From an optimization exercise on the open Yosys and OpenROAD flow, aimed at small area; shortcuts taken in it are not production practice. RTL that was checked went through simulation tests only; none was proved equivalent to the original.

== job 7133 ==
Design MX_MAC_hybrid_BPE, start of the top module:
module MX_MAC_hybrid_BPE #(
	parameter M_out_width = 16
)
(
	input  logic        clk_i,
	input  logic        rstn,
	input  logic [7:0]  a_mant0,
	input  logic [7:0]  a_mant1,
	input  logic [7:0]  a_mant2,
	input  logic [7:0]  a_mant3,
	input  logic [7:0]  b_mant0,
	input  logic [7:0]  b_mant1,
	input  logic [7:0]  b_mant2,
	input  logic [7:0]  b_mant3,
	input  logic [9:0]  a_exp_in0,
	input  logic [9:0]  a_exp_in1,
	input  logic [9:0]  a_exp_in2,
	input  logic [9:0]  a_exp_in3,
	input  logic [9:0]  b_exp_in0,
	input  logic [9:0]  b_exp_in1,
	input  logic [9:0]  b_exp_in2,
	input  logic [9:0]  b_exp_in3,
	input  logic [3:0]  a_sign_in0,
	input  logic [3:0]  a_sign_in1,
	input  logic [3:0]  a_sign_in2,
	input  logic [3:0]  a_sign_in3,
	input  logic [3:0]  b_sign_in0,
	input  logic [3:0]  b_sign_in1,
	input  logic [3:0]  b_sign_in2,
	input  logic [3:0]  b_sign_in3,
	input  logic [1:0]  prec_mode,
	input  logic [1:0]  FP_mode,
	input  logic [7:0]  shared_exp_added,
	input  logic        A_valid,
	input  logic        B_valid,
	output logic [M_out_width-1:0] MAC_mant_out,
	output logic [7:0] MAC_exp_out,
	output logic MAC_sign_out
);
logic [15:0] accum_mant;
logic [7:0]  accum_exp;
logic        accum_sign;
logic [15:0] out_mant;
logic [7:0]  out_exp;
logic        out_sign;
logic        keep_mant;
mac_core core0 (.a_mant0(a_mant0), .a_mant1(a_mant1), .a_mant2(a_mant2), .a_mant3(a_mant3),
	.b_mant0(b_mant0), .b_mant1(b_mant1), .b_mant2(b_mant2), .b_mant3(b_mant3),
	.a_exp_in0(a_exp_in0), .a_exp_in1(a_exp_in1), .a_exp_in2(a_exp_in2), .a_exp_in3(a_exp_in3),
	.b_exp_in0(b_exp_in0), .b_exp_in1(b_exp_in1), .b_exp_in2(b_exp_in2), .b_exp_in3(b_exp_in3),
	.a_sign_in0(a_sign_in0), .a_sign_in1(a_sign_in1), .a_sign_in2(a_sign_in2), .a_sign_in3(a_sign_in3),
	.b_sign_in0(b_sign_in0), .b_sign_in1(b_sign_in1), .b_sign_in2(b_sign_in2), .b_sign_in3(b_sign_in3),
	.prec_mode(prec_mode), .FP_mode(FP_mode), .shared_exp_added(shared_exp_added),
	.accum_FP32({accum_sign, accum_exp, accum_mant}),
	.out_mant(out_mant), .out_exp(out_exp), .out_sign(out_sign), .keep_mant(keep_mant));
always @(posedge clk_i or negedge rstn) begin
	if (~rstn) begin
		accum_mant <= '0; accum_exp <= '0; accum_sign <= '0;
	end else if (A_valid & B_valid) begin
		if (~keep_mant) accum_mant <= out_mant;
		accum_exp <= out_exp; accum_sign <= out_sign;
	end
end
  ...
For scale: about 2,900 cells after synthesis, ~25 flip-flops, about 19,000 um2 of cells after synthesis.
export LEC_CHECK = 0
export ABC_AREA = 1
export CAP_MARGIN = 20
export CORE_MARGIN = 2
export CORE_UTILIZATION = 40
export SLEW_MARGIN = 20
create_clock -name core_clock -period 30.0 [get_ports {clk_i}]
standard.sh (not shown) runs the stock make flow with config.mk's settings and CLKGATE_MAP_FILE= SYNTH_SCRIPT=/design/flow/synth_recipe.tcl, a recipe that flattens the netlist after the stock synthesis.
==> flow/flow/run.sh <==
#!/bin/bash
# Standard layout (standard.sh) with these changes to how it is made:
#  - ABC's area script replaced by flow/abc_area.script (AIG optimisation
#    with &deepsyn, choice computation and area-oriented mapping);
#    synthesis is otherwise unchanged;
#  - no full/half-adder cell extraction before ABC (ADDER_MAP_FILE empty);
#  - port buffers made from the smallest buffer cell.
set -e
rm -rf scripts_mod
cp -r "$FLOW_HOME/scripts" scripts_mod
cp flow/abc_area.script scripts_mod/abc_area.script
export SCRIPTS_DIR="$PWD/scripts_mod"
export ADDER_MAP_FILE=
export BUFFER_PORTS_ARGS="-buffer_cell sky130_fd_sc_hd__buf_1"
bash standard.sh > standard.log 2>&1
==> flow/flow/abc_area.script <==
strash
&get -n
&deepsyn -T 90
&dch -f
&nf -R 1000 -p
&st
&dch -f
&nf -R 1000 -p
&put
topo
stime -c
buffer -c
upsize -c
dnsize -c
--- input diff job 7133..job 6464 ---
--- a/flow/flow/run.sh
+++ b/flow/flow/run.sh
@@ -2,5 +2,4 @@
 # Standard layout (standard.sh) with these changes to how it is made:
-#  - ABC's area script replaced by flow/abc_area.script (AIG optimisation
-#    with &deepsyn, choice computation and area-oriented mapping);
-#    synthesis is otherwise unchanged;
+#  - ABC's area script replaced by flow/abc_area.script (choice computation
+#    and area-oriented mapping); synthesis is otherwise unchanged;
 #  - no full/half-adder cell extraction before ABC (ADDER_MAP_FILE empty);
==> flow/flow/abc_area.script <==
strash
&get -n
&dch -f
&nf -R 60 -p
&st
&dch -f
&nf -R 60 -p
&put
topo
stime -c
--- outcome ---
- Relative to job 7133, the number of tap cells added at floorplan measured on job 6464 has increased slightly.
- Sort job 6464 and job 7133 by ratio of final minimum period to clock period, ascending, and job 6464 comes first.
- Looking only at worst setup slack, and setting everything else aside, the lower value of job 6464 and job 7133 goes to job 7133.
- Total number of cells along the worst setup path (job 6464 over job 7133): decrease, 31
- Job 7133 ended up with maj3_4 as its slowest library cell on the worst path; job 6464 ended up with maj3_1.
- [compare] base=job 7133 new=job 6464: number of buffer and inverter stages on the critical path down 3, arrival time at the worst endpoint lower, buffer count excluding the clock tree in the final layout went down 116.
diff inputs: job 6464 => job 2045
==> flow/flow/abc_area.script <==
strash
&get -n
&dch -f
&nf -R 1000 -p
&st
&dch -f
&nf -R 1000 -p
&put
topo
stime -c
buffer -c
upsize -c
dnsize -c
--- a/flow/config.mk
+++ b/flow/config.mk
@@ -10,3 +10,3 @@
 export CORE_MARGIN = 2
-export CORE_UTILIZATION = 40
+export CORE_UTILIZATION = 65
 export SLEW_MARGIN = 20
Measured against job 2045, the non-clock buffer count of job 6464 comes out at 1.20 times the reference value.
Looking at library cell contributing the largest single delay on the critical path, the maj3_1 result is from job 6464; the or4_1 one comes from job 2045.
From job 6464 to job 2045, number of remaining DRC errors did not move at all.
Largest clock skew in the final design: job 2045 vs job 6464, no meaningful difference

========
## run 1
MX_MAC_hybrid_BPE, a different RTL version from the one above (not shown whole).
For scale: roughly 220 I/O pins, about 25000 µm² of cells after synthesis.
export LEC_CHECK = 0
export CAP_MARGIN = 20
export CORE_MARGIN = 2
export CORE_UTILIZATION = 40
export SLEW_MARGIN = 20
create_clock -name core_clock -period 30.0 [get_ports {clk_i}]
run.sh (not shown) runs the stock make flow with config.mk's settings and CLKGATE_MAP_FILE= SYNTH_SCRIPT=/design/flow/synth_recipe.tcl, a recipe that flattens the netlist after the stock synthesis.
Stock flow here: none of the scripts above is used.
Run 1: full flow OK, the timing, DRC and antenna checks passed
Here is what was changed in the inputs of run 2 compared with run 1.
# run 1
export LEC_CHECK = 0
export CAP_MARGIN = 20
export CORE_MARGIN = 2
export CORE_UTILIZATION = 40
export SLEW_MARGIN = 20
create_clock -name core_clock -period 30.0 [get_ports {clk_i}]
# run 2
export LEC_CHECK = 0
export ABC_AREA = 1
export CAP_MARGIN = 20
export CORE_MARGIN = 2
export CORE_UTILIZATION = 40
export SLEW_MARGIN = 20
create_clock -name core_clock -period 30.0 [get_ports {clk_i}]
==> comparison <==
Run 2 against run 1: shortest period the worst path allows went down 0.27 ns; number of vias per cell after detailed routing saw a decrease; ratio of cells with drive above 1 in the final layout decreased by 1.1 points relative to the old numbers.
Run 2 ends up with higher fmax than run 1 does.
Edits applied to the flow inputs when going from run 2 to run 3:
# run 2
export LEC_CHECK = 0
export ABC_AREA = 1
export CAP_MARGIN = 20
export CORE_MARGIN = 2
export CORE_UTILIZATION = 40
export SLEW_MARGIN = 20
create_clock -name core_clock -period 30.0 [get_ports {clk_i}]
# run 3
export LEC_CHECK = 0
export ABC_CLOCK_PERIOD_IN_PS = 20000
export CAP_MARGIN = 20
export CORE_MARGIN = 2
export CORE_UTILIZATION = 40
export SLEW_MARGIN = 20
create_clock -name core_clock -period 30.0 [get_ports {clk_i}]
Notes after the runs:
Compared with run 2, run 3 shows share of the clock period used by the worst path after layout higher by 0.89 points. Post-synthesis instance area, run 3 and run 2, higher one = run 3. Clock-pin slew reported for the worst setup and hold paths after clock tree synthesis of run 3 is on par with run 2. Die size: run 3 exceeds run 2.
No run of this note included a check of the RTL's function; only the layout flow was run.

========
Another version of the RTL of MX_MAC_hybrid_BPE (not shown whole).
For scale: ~3100 cells after synthesis, roughly 220 I/O pins, ~20000 um2 of cells after synthesis.
Design MX_MAC_hybrid_BPE, start of the top module:
module MX_MAC_hybrid_BPE #(
	parameter M_out_width = 16
)
(
	input  logic        clk_i,
	input  logic        rstn,
	input  logic [7:0]  a_mant0,
	input  logic [7:0]  a_mant1,
	input  logic [7:0]  a_mant2,
	input  logic [7:0]  a_mant3,
	input  logic [7:0]  b_mant0,
	input  logic [7:0]  b_mant1,
	input  logic [7:0]  b_mant2,
	input  logic [7:0]  b_mant3,
	input  logic [9:0]  a_exp_in0,
	input  logic [9:0]  a_exp_in1,
	input  logic [9:0]  a_exp_in2,
	input  logic [9:0]  a_exp_in3,
	input  logic [9:0]  b_exp_in0,
	input  logic [9:0]  b_exp_in1,
	input  logic [9:0]  b_exp_in2,
	input  logic [9:0]  b_exp_in3,
	input  logic [3:0]  a_sign_in0,
	input  logic [3:0]  a_sign_in1,
	input  logic [3:0]  a_sign_in2,
	input  logic [3:0]  a_sign_in3,
	input  logic [3:0]  b_sign_in0,
	input  logic [3:0]  b_sign_in1,
	input  logic [3:0]  b_sign_in2,
	input  logic [3:0]  b_sign_in3,
	input  logic [1:0]  prec_mode,
	input  logic [1:0]  FP_mode,
	input  logic [7:0]  shared_exp_added,
	input  logic        A_valid,
	input  logic        B_valid,
	output logic [M_out_width-1:0] MAC_mant_out,
	output logic [7:0] MAC_exp_out,
	output logic MAC_sign_out
);
logic [15:0] accum_mant;
logic [7:0]  accum_exp;
logic        accum_sign;
logic [15:0] out_mant;
logic [7:0]  out_exp;
logic        out_sign;
logic        keep_mant;
mac_core core0 (.a_mant0(a_mant0), .a_mant1(a_mant1), .a_mant2(a_mant2), .a_mant3(a_mant3),
	.b_mant0(b_mant0), .b_mant1(b_mant1), .b_mant2(b_mant2), .b_mant3(b_mant3),
	.a_exp_in0(a_exp_in0), .a_exp_in1(a_exp_in1), .a_exp_in2(a_exp_in2), .a_exp_in3(a_exp_in3),
	.b_exp_in0(b_exp_in0), .b_exp_in1(b_exp_in1), .b_exp_in2(b_exp_in2), .b_exp_in3(b_exp_in3),
	.a_sign_in0(a_sign_in0), .a_sign_in1(a_sign_in1), .a_sign_in2(a_sign_in2), .a_sign_in3(a_sign_in3),
	.b_sign_in0(b_sign_in0), .b_sign_in1(b_sign_in1), .b_sign_in2(b_sign_in2), .b_sign_in3(b_sign_in3),
	.prec_mode(prec_mode), .FP_mode(FP_mode), .shared_exp_added(shared_exp_added),
	.accum_FP32({accum_sign, accum_exp, accum_mant}),
	.out_mant(out_mant), .out_exp(out_exp), .out_sign(out_sign), .keep_mant(keep_mant));
always @(posedge clk_i or negedge rstn) begin
	if (~rstn) begin
		accum_mant <= '0; accum_exp <= '0; accum_sign <= '0;
	end else if (A_valid & B_valid) begin
		if (~keep_mant) accum_mant <= out_mant;
  ...
clock: 30.0 ns
lec_check: 0
abc_area: 1
cap_margin: 20
core_margin: 2
core_utilization: 40
slew_margin: 20
standard.sh (not shown) runs the stock make flow with config.mk's settings and CLKGATE_MAP_FILE= SYNTH_SCRIPT=/design/flow/synth_recipe.tcl, a recipe that flattens the netlist after the stock synthesis.
==> flow/flow/run.sh <==
#!/bin/bash
# Standard layout (standard.sh) with these changes to how it is made:
#  - ABC's area script replaced by flow/abc_area.script (choice computation
#    and area-oriented mapping); synthesis is otherwise unchanged;
#  - no full/half-adder cell extraction before ABC (ADDER_MAP_FILE empty);
#  - port buffers made from the smallest buffer cell.
set -e
rm -rf scripts_mod
cp -r "$FLOW_HOME/scripts" scripts_mod
cp flow/abc_area.script scripts_mod/abc_area.script
export SCRIPTS_DIR="$PWD/scripts_mod"
export ADDER_MAP_FILE=
export BUFFER_PORTS_ARGS="-buffer_cell sky130_fd_sc_hd__buf_1"
bash standard.sh > standard.log 2>&1
==> flow/flow/abc_area.script <==
strash
&get -n
&dch -f
&nf -R 1000 -p -C 32
&st
&dch -f
&nf -R 1000 -p -C 32
&put
topo
stime -c
buffer -c
upsize -c
dnsize -c
Edit:
==> flow/flow/abc_area.script (replaced) <==
strash
&get -n
&dch -f
&nf -R 1000 -p
&st
&dch -f
&nf -R 1000 -p
&put
topo
stime -c
buffer -c
upsize -c
dnsize -c
Worst setup slack gains 0.095 ns.
Non-clock buffer count went down by 14.
Area after synthesis went up by 0.63%.
Critical path depth went up by 8.
Routed wire length went down by 1.0%.

========
Setup of the baseline:
RTL: one of the versions met above, not the one the previous note started from.
For scale: roughly 3000 cells after synthesis, ~25 flip-flops, about 220 I/O pins, about 19000 µm² of cells after synthesis.
clock: 30.0 ns
lec_check: 0
abc_area: 1
cap_margin: 20
core_margin: 2
core_utilization: 40
gpl_timing_driven: 0
slew_margin: 20
==> flow/flow/abc_area.script <==
strash
&get -n
&dch -f
&nf -R 1000 -p
&st
&dch -f
&nf -R 1000 -p
&put
topo
stime -c
Scripts as last shown in full above: flow/flow/run.sh
No stage failed in the baseline, and the final checks on the layout all came back clean.
Edits applied to the flow inputs when going from the baseline to the candidate:
# the baseline
export LEC_CHECK = 0
export ABC_AREA = 1
export CAP_MARGIN = 20
export CORE_MARGIN = 2
export CORE_UTILIZATION = 40
export GPL_TIMING_DRIVEN = 0
export SLEW_MARGIN = 20
create_clock -name core_clock -period 30.0 [get_ports {clk_i}]
# the candidate
export LEC_CHECK = 0
export ABC_AREA = 1
export CAP_MARGIN = 20
export CORE_MARGIN = 2
export CORE_UTILIZATION = 40
export SLEW_MARGIN = 20
create_clock -name core_clock -period 30.0 [get_ports {clk_i}]
--- a/flow/flow/run.sh
+++ b/flow/flow/run.sh
@@ -2 +2 @@
-# Standard layout (standard.sh) with these changes to how it is made:
+# Standard layout (standard.sh) with two changes to how it is made:
@@ -5 +4,0 @@
-#  - no full/half-adder cell extraction before ABC (ADDER_MAP_FILE empty);
@@ -12 +10,0 @@
-export ADDER_MAP_FILE=
--- a/flow/flow/abc_area.script
+++ b/flow/flow/abc_area.script
@@ -10,0 +11,3 @@
+buffer -c
+upsize -c
+dnsize -c
## What came out
All of the baseline and the candidate finish clean. Run comparison: the candidate dominant combinational cell family by area after synthesis adder cells; the baseline dominant combinational cell family by area after synthesis simple AND/OR/NAND/NOR gates. The candidate: net total in the final layout 123 above the baseline. Cell area: the candidate > the baseline. Delta (the candidate minus the baseline): total global-route track usage went up by 0.57 points; number of logic inverters in the finished layout moved up; total stage count of the critical path rose 0.97%; area occupied by registers shows no meaningful change; initial antenna violation count neither gained nor lost much.

========
MX_MAC_hybrid_BPE again, from the RTL that the note above started with.
clock: 30.0 ns
lec_check: 0
abc_area: 1
cap_margin: 20
core_margin: 2
core_utilization: 40
slew_margin: 20
==> flow/flow/run.sh <==
#!/bin/bash
# Standard layout (standard.sh) with these changes to how it is made:
#  - ABC's area script replaced by flow/abc_area.script (choice computation
#    and area-oriented mapping); synthesis is otherwise unchanged;
#  - no full/half-adder cell extraction before ABC (ADDER_MAP_FILE empty);
#  - port buffers made from the smallest buffer cell.
set -e
rm -rf scripts_mod
cp -r "$FLOW_HOME/scripts" scripts_mod
cp flow/abc_area.script scripts_mod/abc_area.script
export SCRIPTS_DIR="$PWD/scripts_mod"
export ADDER_MAP_FILE=
export BUFFER_PORTS_ARGS="-buffer_cell sky130_fd_sc_hd__buf_1"
bash standard.sh > standard.log 2>&1
==> flow/flow/abc_area.script <==
strash
&get -n
&dch -f
&nf -R 30 -p
&st
&dch -f
&nf -R 30 -p
&put
topo
stime -c
Rerun with:
==> flow/flow/abc_area.script (replaced) <==
strash
&get -n
&dch -f
&nf -R 1000 -p
&st
&dch -f
&nf -R 1000 -p
&put
topo
stime -c
The new run passed the timing, DRC and antenna checks.
Synthesized cell count is lower by 1.2%.
Hold slack gets worse by 0.12 ns.
Clock skew hardly moves.
Final cell count is lower by 2.5%.
Non-clock buffer count goes down by 5.
Routed wire length falls by 8.4%.
Rerun with:
==> flow/flow/run.sh (replaced) <==
#!/bin/bash
# Standard layout (standard.sh) with two changes to how it is made:
#  - ABC's area script replaced by flow/abc_area.script (choice computation
#    and area-oriented mapping); synthesis is otherwise unchanged;
#  - port buffers made from the smallest buffer cell.
set -e
rm -rf scripts_mod
cp -r "$FLOW_HOME/scripts" scripts_mod
cp flow/abc_area.script scripts_mod/abc_area.script
export SCRIPTS_DIR="$PWD/scripts_mod"
export BUFFER_PORTS_ARGS="-buffer_cell sky130_fd_sc_hd__buf_1"
bash standard.sh > standard.log 2>&1
==> flow/flow/abc_area.script (replaced) <==
strash
dch -f
map -a -B 0.9
topo
stime -c
buffer -c
upsize -c
dnsize -c
Routed wire length is higher by 3.9%.
Final cell count is higher by 8.9%.
Setup slack gets better by 0.19 ns.
Synthesized cell count is higher by about 14%.
Count of clock-buffer cells in the layout does not change.
Rerun with:
--- a/flow/flow/run.sh
+++ b/flow/flow/run.sh
@@ -4,2 +4,3 @@
 #    and area-oriented mapping); synthesis is otherwise unchanged;
+#  - no full/half-adder cell extraction before ABC (ADDER_MAP_FILE empty);
 #  - port buffers made from the smallest buffer cell.
@@ -10,2 +11,3 @@
 export SCRIPTS_DIR="$PWD/scripts_mod"
+export ADDER_MAP_FILE=
 export BUFFER_PORTS_ARGS="-buffer_cell sky130_fd_sc_hd__buf_1"
==> flow/flow/abc_area.script (replaced) <==
strash
&get -n
&dch -f
&nf -R 1000 -p
&st
&dch -f
&nf -R 1000 -p
&put
topo
stime -c
buffer -c
upsize -c
dnsize -c
Critical path depth came out lower by 8.
Via count came out lower by 2.3%.
Setup slack gets worse by 0.081 ns.
Design area came out lower by 4.4%.
Synthesized cell count came out lower by 8.5%.
Sequential cell count stays the same.
Fmax stays flat.
Die area came out lower by 4.8%.
Rerun with:
--- a/flow/flow/run.sh
+++ b/flow/flow/run.sh
@@ -1,3 +1,3 @@
 #!/bin/bash
-# Standard layout (standard.sh) with two changes to how it is made:
+# Standard layout (standard.sh) with these changes to how it is made:
 #  - ABC's area script replaced by flow/abc_area.script (choice computation
After rerunning:
- worst hold slack is unchanged
- synthesized cell count is unchanged
- setup slack is unchanged

-- afterwards: timing with drivers on the ports --
No port has a modelled driver above. Below, the same layouts with a new extraction and two added sets of constraints. Step 1 sets driving cells, clkbuf_16 on the clock port and buf_2 on the other inputs (assumed; they add their load-dependent delay and slew). Step 2 adds t to the input delays and takes it off the output delays; t is the mean of the earliest and latest rising clock arrival at the registers after step 1. Input paths then give back, and output paths get back, about the clock's delay inside the block. Slacks: no drivers / after step 1 / after step 2; pairs: no drivers / after step 1.
| run | shift t [ns] | setup slack, ns | worst setup path at the end |
|---|---|---|---|
| job 7133 | 0.289 | 1.088 / 1.094 / 0.805 | input to register |
| job 6464 | 0.284 | 1.440 / 1.448 / 1.163 | input to register |
| job 2045 | 0.291 | 1.610 / 1.616 / 1.325 | input to register |
| run 1 | 0.284 | 1.747 / 1.751 / 1.467 | input to register |
| run 2 | 0.291 | 2.014 / 2.025 / 1.734 | input to register |
| run 3 | 0.284 | 1.747 / 1.751 / 1.467 | input to register |
| the first run of note 3 | 0.293 | 1.636 / 1.648 / 1.355 | input to register |
| the second run of note 3 | 0.288 | 1.732 / 1.742 / 1.453 | input to register |
| the baseline | 0.286 | 1.431 / 1.435 / 1.148 | input to register |
| the candidate | 0.292 | 1.636 / 1.643 / 1.351 | input to register |
| the first run of note 5 | 0.276 | 1.998 / 2.004 / 1.728 | input to register |
| the second run of note 5 | 0.287 | 1.770 / 1.776 / 1.488 | input to register |
| the third run of note 5 | 0.297 | 1.964 / 1.974 / 1.677 | input to register |
| the fourth run of note 5 | 0.294 | 1.883 / 1.886 / 1.592 | input to register |
| the fifth run of note 5 | 0.294 | 1.883 / 1.886 / 1.592 | input to register |
After both steps every run listed still meets setup and hold.
